What follows belongs to an exercise in optimizing a design on an open flow for small area; a production flow would make more cautious choices. In this exercise RTL edits were held to simulation tests only and were not proved equivalent to the original. The clock port is modelled as an ideal driver, which makes a skipped or thinned clock tree look cheaper than it is; a real chip needs a root buffer or a tree.

==> flow/design.v <==
package g;
    localparam int CLK_FREQ = 50_000_000;
    localparam int BAUD_RATE = 115200;
    localparam int NEC_SAMPLING_RATE = 80000;
    typedef logic [11:0] bcd_t;
endpackage
module top_nec_uart #(
    parameter logic [27:0] MAX_TIMER_CNT = 27'd25_000_000 - 27'b1
) (
    input logic sys_clk,
    input logic sys_rst_n,
    input  logic remote_in,
    output logic uart_out
);
    logic [9:0] pc;
    logic tick, go_ph;
    assign tick  = pc == 10'b1000011011;   
    assign go_ph = pc == 10'b1110110001;   
    always_ff @(posedge sys_clk or negedge sys_rst_n) begin
        if (!sys_rst_n) pc <= 10'b1000111100;   
        else if (tick) pc <= 10'b1111111111;
        else pc <= {pc[0] ^ pc[3], pc[9:1]};
    end
    logic       pre_event;
    logic [7:0] last;
    nec_core u_core (
        .sys_clk(sys_clk),
        .sys_rst_n(sys_rst_n),
        .tick(tick),
        .go_ph(go_ph),
        .remote_in(remote_in),
        .pre_event(pre_event),
        .last(last),
        .uart_out(uart_out)
    );
endmodule
module nec_core (
    input logic sys_clk,
    input logic sys_rst_n,
    input logic tick,
    input logic go_ph,
    input logic remote_in,
    output logic pre_event,
    output logic [7:0] last,
    output logic uart_out
);
    typedef enum logic [2:0] {
        S_IDLE,
        S_BURST,    
        S_JUDGE,    
        S_MARK,     
        S_SPACE,    
        S_GOT,      
        S_POST,     
        S_FIN       
    } state_t;
    logic rin0, rin1;
    always_ff @(posedge sys_clk or negedge sys_rst_n) begin
        if (!sys_rst_n) begin
            rin0 <= 1'b1;
            rin1 <= 1'b1;
        end else if (tick) begin
            rin0 <= remote_in;
            rin1 <= rin0;
        end
    end
    state_t cur, nxt;
    logic [9:0] timer;
    logic one;     
    logic tload;   
    logic [8:0] sh;
    logic [4:0] cnt;
    logic [2:0] chr;   
    always_comb begin
        nxt = cur;
        one = 1'b0;
        tload = 1'b0;
        case (cur)
            S_IDLE: if (!rin1) nxt = S_BURST;
            S_BURST: begin
                if (timer >= 10'd710 && timer <= 10'd730 && rin1) nxt = S_JUDGE;
                else if (timer > 10'd730 || rin1) nxt = S_IDLE;
            end
            S_JUDGE: begin
                if (timer >= 10'd170 && timer <= 10'd190) begin
                    if (!rin1) begin
                        nxt = S_POST;
                        tload = 1'b1;
                    end
                end else if (timer >= 10'd350 && timer <= 10'd370) begin
                    if (!rin1) nxt = S_MARK;
                end else if (timer > 10'd370) nxt = S_IDLE;
            end
            S_MARK: begin
                if (timer >= 10'd35 && timer <= 10'd55) begin
                    if (rin1) nxt = S_SPACE;
                end else if (timer > 10'd55) nxt = S_IDLE;
            end
            S_SPACE: begin
                if (timer >= 10'd35 && timer <= 10'd55) begin
                    if (!rin1) nxt = S_GOT;
                end else if (timer >= 10'd125 && timer <= 10'd145) begin
                    if (!rin1) begin
                        nxt = S_GOT;
                        one = 1'b1;
                    end
                end else if (timer > 10'd145) nxt = S_IDLE;
            end
            S_GOT: begin
                if (cnt == 5'd0) nxt = S_POST;
                else nxt = S_MARK;
            end
            S_POST: begin
                if (timer[0]) nxt = S_FIN;
                else if (sh[8]) nxt = S_IDLE;
            end
            S_FIN: if (rin1) nxt = S_IDLE;
            default: ;
        endcase
    end
    always_ff @(posedge sys_clk or negedge sys_rst_n) begin
        if (!sys_rst_n) cur <= S_IDLE;
        else if (tick) cur <= nxt;
    end
    always_ff @(posedge sys_clk) begin
        if (tick) begin
            if (cur != nxt) timer <= {9'd0, tload};
            else timer <= timer + 10'd1;
        end
    end
    always_ff @(posedge sys_clk or negedge sys_rst_n) begin
        if (!sys_rst_n) last <= 8'd0;
        else if (tick && cur == S_POST && !timer[0] && !sh[8]) last <= sh[7:0];
    end
    assign pre_event = cur == S_POST && timer[0];
    logic busy, go, slot_end, load, rx_bit, chk;
    assign busy = chr != 3'd5;
    assign go = pre_event && go_ph;
    assign slot_end = busy && sh == 9'b111100100;
    assign load = go || slot_end;
    assign rx_bit = tick && cur == S_SPACE && nxt == S_GOT;
    assign chk = cnt[4:3] == 2'b11;   
    always_ff @(posedge sys_clk) begin
        if (load) begin
            sh <= (go || cnt[3:0] == 4'd8) ? 9'b111111111 : 9'b000111111;
        end else if (busy) begin
            sh <= {sh[0] ^ sh[4], sh[8:1]};
        end else if (rx_bit) begin
            sh[7:0] <= {chk ? sh[0] : one, sh[7:1]};
            sh[8] <= chk && (sh[8] || one == sh[0]);
        end
    end
    always_ff @(posedge sys_clk) begin
        if (go) cnt <= 5'd9;
        else if ((busy && slot_end && cnt[3] && cnt[0]) || (tick && cur == S_JUDGE)) cnt <= 5'd0;
        else if (slot_end || rx_bit) cnt <= cnt + 5'd1;
    end
    always_ff @(posedge sys_clk or negedge sys_rst_n) begin
        if (!sys_rst_n) chr <= 3'd5;
        else if (go) chr <= 3'd7;
        else if (slot_end && cnt[3] && cnt[0]) chr <= chr + 3'd1;
    end
    logic [1:0] d2;
    logic [3:0] d1, d0;
    always_comb begin
        logic [19:0] t;
        t = {12'b0, last};
        for (int i = 0; i < 8; i = i + 1) begin
            t[11:8]  = (t[11:8] > 4'd4) ? t[11:8] + 4'd3 : t[11:8];
            t[15:12] = (t[15:12] > 4'd4) ? t[15:12] + 4'd3 : t[15:12];
            t = t << 1;
        end
        d2 = t[17:16];
        d1 = t[15:12];
        d0 = t[11:8];
    end
    logic [7:0] ch;
    always_comb begin
        case (chr)
            3'd0: ch = {6'b001100, d2};
            3'd1: ch = {4'b0011, d1};
            3'd2: ch = {4'b0011, d0};
            3'd3: ch = 8'd13;
            default: ch = 8'd10;
        endcase
    end
    logic [3:0] slot;
    assign slot = cnt[3:0];
    always_comb begin
        if (!busy || slot == 4'd9) uart_out = 1'b1;
        else if (slot == 4'd0) uart_out = 1'b0;
        else uart_out = ch[slot[2:0]-3'd1];
    end
endmodule
clock: 20.0 ns
lec_check: 0
cap_margin: 20
core_margin: 2
core_utilization: 40
slew_margin: 20
standard.sh (not shown) runs the stock make flow with config.mk's settings and CLKGATE_MAP_FILE= SYNTH_SCRIPT=/design/flow/synth_recipe.tcl, a recipe that flattens the netlist after the stock synthesis.
==> flow/flow/run.sh <==
#!/bin/bash
# Layout flow: the standard flow (standard.sh) with
#  * synthesis: ABC maps for area (its default liberty script, no delay
#    target) and adders are not extracted (flow/my_synth.tcl.in);
#  * clock tree: flow/clock_tree.tcl replaces TritonCTS's H-tree (9 buffers)
#    with 3 clkbuf_16, each driving the registers near it.
# All tool output goes to the ORFS logs under orfs/logs and to flow_make.log.
set -euo pipefail
W=$(pwd)
sed "s|@FLOW_SYNTH@|$W/synth_recipe.tcl|" flow/my_synth.tcl.in > my_synth.tcl
bash standard.sh SYNTH_SCRIPT=$W/my_synth.tcl ADDER_MAP_FILE= \
  PRE_CTS_TCL=$W/flow/clock_tree.tcl \
  finish > flow_make.log 2>&1
==> flow/flow/clock_tree.tcl <==
# PRE_CTS_TCL hook: replaces TritonCTS with a one-level clock tree. The
# registers are split into 3 groups by position (k-means); each
# group gets one buffer, placed at its centre and driven by the clock port.
proc clock_tree_synthesis {args} {
  set nbuf 3
  set cell sky130_fd_sc_hd__clkbuf_16
  set block [ord::get_db_block]
  set clk_port_net [$block findNet sys_clk]
  set master [[ord::get_db] findMaster $cell]
  set sinks {}
  foreach it [$clk_port_net getITerms] {
    set bb [[$it getInst] getBBox]
    lappend sinks [list $it [expr {([$bb xMin] + [$bb xMax]) / 2.0}] [expr {([$bb yMin] + [$bb yMax]) / 2.0}]]
  }
  set n [llength $sinks]
  # k-means, seeded with sinks spread along the list sorted by x+y
  set sorted [lsort -real -index 1 $sinks]
  set cent {}
  for {set k 0} {$k < $nbuf} {incr k} {
    set s [lindex $sorted [expr {int(($k + 0.5) * $n / $nbuf)}]]
    lappend cent [list [lindex $s 1] [lindex $s 2]]
  }
  for {set iter 0} {$iter < 50} {incr iter} {
    set assign {}
    foreach s $sinks {
      set best 0; set bd 1e30
      for {set k 0} {$k < $nbuf} {incr k} {
        set c [lindex $cent $k]
        set d [expr {abs([lindex $s 1] - [lindex $c 0]) + abs([lindex $s 2] - [lindex $c 1])}]
        if {$d < $bd} { set bd $d; set best $k }
      }
      lappend assign $best
    }
    set newc {}
    for {set k 0} {$k < $nbuf} {incr k} {
      set sx 0.0; set sy 0.0; set m 0
      foreach s $sinks a $assign {
        if {$a == $k} { set sx [expr {$sx + [lindex $s 1]}]; set sy [expr {$sy + [lindex $s 2]}]; incr m }
      }
      if {$m > 0} { lappend newc [list [expr {$sx / $m}] [expr {$sy / $m}]] } else { lappend newc [lindex $cent $k] }
    }
    set cent $newc
  }
  for {set k 0} {$k < $nbuf} {incr k} {
    set buf [odb::dbInst_create $block $master clkbuf_$k\_sys_clk]
    set net [odb::dbNet_create $block clknet_$k\_sys_clk]
    $net setSigType CLOCK
    set m 0
    foreach s $sinks a $assign {
      if {$a == $k} { set it [lindex $s 0]; $it disconnect; $it connect $net; incr m }
    }
    [$buf findITerm A] connect $clk_port_net
    [$buf findITerm X] connect $net
    set c [lindex $cent $k]
    $buf setLocation [expr {int([lindex $c 0])}] [expr {int([lindex $c 1])}]
    $buf setPlacementStatus PLACED
    puts "clock buffer $k ($cell): $m sinks"
  }
  set_propagated_clock [all_clocks]
}
==> flow/flow/my_synth.tcl.in <==
# Standard synthesis (synth_recipe.tcl) with ABC run for area: ABC's default
# liberty-mapping script with no delay target, in place of ORFS's speed script.
proc abc {args} {
  set out {}
  set skip 0
  foreach a $args {
    if {$skip} { set skip 0; continue }
    if {$a eq "-script" || $a eq "-D" || $a eq "-constr"} { set skip 1; continue }
    lappend out $a
  }
  yosys abc {*}$out
}
source @FLOW_SYNTH@
The baseline completed without violations.
Then changed:
==> flow/flow/run.sh (replaced) <==
#!/bin/bash
# Layout flow: the standard flow (standard.sh) with
#  * synthesis: ABC maps for area with no delay target and adders are not
#    extracted (flow/my_synth.tcl.in);
#  * clock tree: flow/clock_tree.tcl replaces TritonCTS's H-tree with 2
#    clkbuf_16, each driving the registers near it;
#  * port buffers: buf_1.
# All tool output goes to the ORFS logs under orfs/logs and to flow_make.log.
set -euo pipefail
W=$(pwd)
sed -e "s|@FLOW_SYNTH@|$W/synth_recipe.tcl|" -e "s|@FLOW@|$W/flow|" flow/my_synth.tcl.in > my_synth.tcl
bash standard.sh SYNTH_SCRIPT=$W/my_synth.tcl ADDER_MAP_FILE= \
  PRE_CTS_TCL=$W/flow/clock_tree.tcl \
  "BUFFER_PORTS_ARGS=-buffer_cell sky130_fd_sc_hd__buf_1" \
  finish > flow_make.log 2>&1
==> flow/flow/area.abc (new file) <==
strash
&get -n
&fraig -x
&put
scorr
dc2
dretime
strash
&get -n
&deepsyn -T 60
&put
dch -f
map -a
--- a/flow/flow/clock_tree.tcl
+++ b/flow/flow/clock_tree.tcl
@@ -1,6 +1,6 @@
 # PRE_CTS_TCL hook: replaces TritonCTS with a one-level clock tree. The
-# registers are split into 3 groups by position (k-means); each
+# registers are split into 2 groups by position (k-means); each
 # group gets one buffer, placed at its centre and driven by the clock port.
 proc clock_tree_synthesis {args} {
-  set nbuf 3
+  set nbuf 2
   set cell sky130_fd_sc_hd__clkbuf_16
==> flow/flow/my_synth.tcl.in (replaced) <==
proc abc {args} {
  set out {}
  set skip 0
  foreach a $args {
    if {$skip} { set skip 0; continue }
    if {$a eq "-script" || $a eq "-D" || $a eq "-constr"} { set skip 1; continue }
    lappend out $a
  }
  yosys abc -script @FLOW@/area.abc {*}$out
}
source @FLOW_SYNTH@
Result: The new run passed the timing, DRC and antenna checks. Wire length is lower by 8.4%. Final area is lower by 4.8%. Maximum frequency is higher by 8.0%. Cell count is higher by 13%. Utilization is lower by 1.2 points. Register-to-register slack gets better by 0.48 ns.
In every run of this note, the design's own scripts or RTL, not TritonCTS, make the clock network.

separate check: timing with driven ports:
In the flow no input, the clock included, has a driving cell. The finished layouts below were timed again as built, in two steps. Step 1 (the two cells are an assumption about what drives the block):
set clk [get_ports {sys_clk}]
set_driving_cell -lib_cell sky130_fd_sc_hd__clkbuf_16 $clk
set_driving_cell -lib_cell sky130_fd_sc_hd__buf_2 [delete_from_list [all_inputs] $clk]
Step 2 times the ports against the registers' clock, not the clock port: input delays grow and output delays shrink by t, the midpoint of the rising clock arrivals with the driver on. a / b / c = ideal ports / drivers / drivers and shift; a / b = the first two.
| run | shift t [ns] | setup WS [ns] | worst register clock-pin slew, ns | pins driven straight from the clock port |
|---|---|---|---|---|
| the first run | 0.202 | 11.415 / 11.353 / 11.555 | 0.08 / 0.08 | 3 |
| the second run | 0.203 | 12.049 / 12.001 / 12.203 | 0.10 / 0.10 | 2 |
After both steps setup and hold are still met in every run listed.
